Background: an optimization exercise with open tools, aiming at small area. Do not read the settings as production practice.
The RTL was checked by simulation tests, not by an equivalence proof against the original design.

## the previous run
## processor
module processor
(
	input wire clk_i,
	input wire rst_i,
	input wire stall_i,
	output wire [31:0] addr_o,
	input wire [31:0] data_i,
	output wire [31:0] data_o,
	output wire [3:0] data_w_o,
	output wire [2:0] data_mode_o,
	input wire [7:0] extio_in,
	output wire [7:0] extio_out
);
Size in the first run: ~3200 cells after synthesis, about 120 I/O pins, ~0.038 mm² of cells after synthesis.
==> flow/config.mk <==
export PLATFORM = sky130hd
export DESIGN_NAME = processor
export DESIGN_NICKNAME = processor
export VERILOG_FILES = /design/flow/design.v
export SDC_FILE = /design/flow/constraint.sdc
export NUM_CORES = 4
export LEC_CHECK = 0
export CAP_MARGIN = 20
export CORE_MARGIN = 2
export CORE_UTILIZATION = 45
export SLEW_MARGIN = 20
export SYNTH_HIERARCHICAL = 1
==> flow/constraint.sdc <==
create_clock -name core_clock -period 12.0 [get_ports {clk_i}]
set_input_delay 2.4000 -clock core_clock [delete_from_list [all_inputs] [get_ports {clk_i}]]
set_output_delay 2.4000 -clock core_clock [all_outputs]
set_load 0.01 [all_outputs]
standard.sh (not shown) runs the stock make flow with config.mk's settings and CLKGATE_MAP_FILE= SYNTH_SCRIPT=/design/flow/synth_recipe.tcl, a recipe that flattens the netlist after the stock synthesis.
==> flow/flow/run.sh <==
#!/bin/bash
# Own flow: the standard layout (standard.sh) with these changes:
#  - synthesis maps with an area-leaning ABC script (flow/abc_area_relaxed.script)
#    through flow/my_abc_synth.tcl, which is synth_recipe.tcl with the abc call
#    redirected (same registers, flattening and renaming);
#  - every port still gets a buffer, a sky130_fd_sc_hd__buf_1;
#  - clock tree built from clkbuf_8 in clusters of up to 12 sinks, without dummy loads;
set -euo pipefail
W=$(pwd)
bash standard.sh finish \
  SYNTH_SCRIPT="$W/flow/my_abc_synth.tcl" \
  "BUFFER_PORTS_ARGS=-buffer_cell sky130_fd_sc_hd__buf_1" \
  "CTS_ARGS=-sink_clustering_enable -repair_clock_nets -buf_list sky130_fd_sc_hd__clkbuf_8 -sink_clustering_size 12 -sink_clustering_max_diameter 80 -dont_use_dummy_load" \
  > "$W/standard_flow.log" 2>&1
test -f "$W/out/final.def"
==> flow/flow/abc_area_relaxed.script <==
&get -n
&st
&dch
&nf -R 1000 -p
&put
topo
stime -c
==> flow/flow/my_abc_synth.tcl <==
proc synth {args} { yosys synth -nofsm -noshare {*}$args }
# map with an area-leaning ABC script in place of ORFS's speed script
set ::my_abc_script [file join [file dirname [file normalize [info script]]] abc_area_relaxed.script]
proc abc {args} {
  set i [lsearch -exact $args -script]
  if {$i >= 0} { lset args [expr {$i + 1}] $::my_abc_script }
  yosys abc {*}$args
}
source $::env(SCRIPTS_DIR)/synth.tcl
# left out here: clear keep_hierarchy, flatten, clean up, hide names made inside functions, write 1_2_yosys.v
The previous run | stages: all done | timing, DRC, antenna: all pass
Setup changes, the previous run to the current run
# the previous run
export LEC_CHECK = 0
export CAP_MARGIN = 20
export CORE_MARGIN = 2
export CORE_UTILIZATION = 45
export SLEW_MARGIN = 20
export SYNTH_HIERARCHICAL = 1
create_clock -name core_clock -period 12.0 [get_ports {clk_i}]
# the current run
export LEC_CHECK = 0
export CAP_MARGIN = 20
export CORE_MARGIN = 2
export CORE_UTILIZATION = 50
export SLEW_MARGIN = 20
export SYNTH_HIERARCHICAL = 1
create_clock -name core_clock -period 12.0 [get_ports {clk_i}]
==> flow/flow/run.sh <==
#!/bin/bash
# Own flow: the standard layout (standard.sh) with these changes:
#  - synthesis maps with an area-leaning ABC script (flow/abc_area_relaxed.script)
#    through flow/my_abc_synth.tcl, which is synth_recipe.tcl with the abc call
#    redirected (same registers, flattening and renaming);
#  - every port still gets a buffer, a sky130_fd_sc_hd__buf_1;
#  - clock tree built from clkbuf_8 in clusters of up to 14 sinks, without dummy loads;
set -euo pipefail
W=$(pwd)
bash standard.sh finish \
  SYNTH_SCRIPT="$W/flow/my_abc_synth.tcl" \
  "BUFFER_PORTS_ARGS=-buffer_cell sky130_fd_sc_hd__buf_1" \
  "CTS_ARGS=-sink_clustering_enable -repair_clock_nets -buf_list sky130_fd_sc_hd__clkbuf_8 -sink_clustering_size 14 -sink_clustering_max_diameter 90 -dont_use_dummy_load" \
  > "$W/standard_flow.log" 2>&1
test -f "$W/out/final.def"
### Flow results
Diff the previous run -> the current run | period utilization | decrease of 3.3 points. Clock latency reported for the late side of the worst-skew pair: the previous run vs the current run — no meaningful difference. Delta (the current run minus the previous run): final routed wirelength across all metal layers shrank by 3.6%; minimum clock period lost 390 ps; wire length on met1 lost 3800 µm; die area has decreased; number of cells on the worst hold path picked up an extra 1. Setup WNS the previous run -> the current run: better.

==> afterwards: timing with drivers on the ports <==
How much do the figures lean on ideal ports? The routed layouts below were timed once more, with nothing changed but the port constraints.
Step 1 (the two cells are an assumption about what drives the block):
set clk [get_ports {clk_i}]
set_driving_cell -lib_cell sky130_fd_sc_hd__clkbuf_16 $clk
set_driving_cell -lib_cell sky130_fd_sc_hd__buf_2 [delete_from_list [all_inputs] $clk]
Step 2 times the ports against the registers' clock, not the clock port: input delays grow and output delays shrink by t, the midpoint of the rising clock arrivals with the driver on.
a / b / c = ideal ports / drivers / drivers and shift; a / b = the first two.
run	t (ns)	slack for setup (ns)	worst setup path at the end	worst slew at a driven data input, ns
the previous run	0.771	0.452 / 0.386 / 1.157	register to output	0.04
the current run	0.791	0.846 / 0.787 / 1.578	register to output	0.03
After both steps every run listed still meets setup and hold.
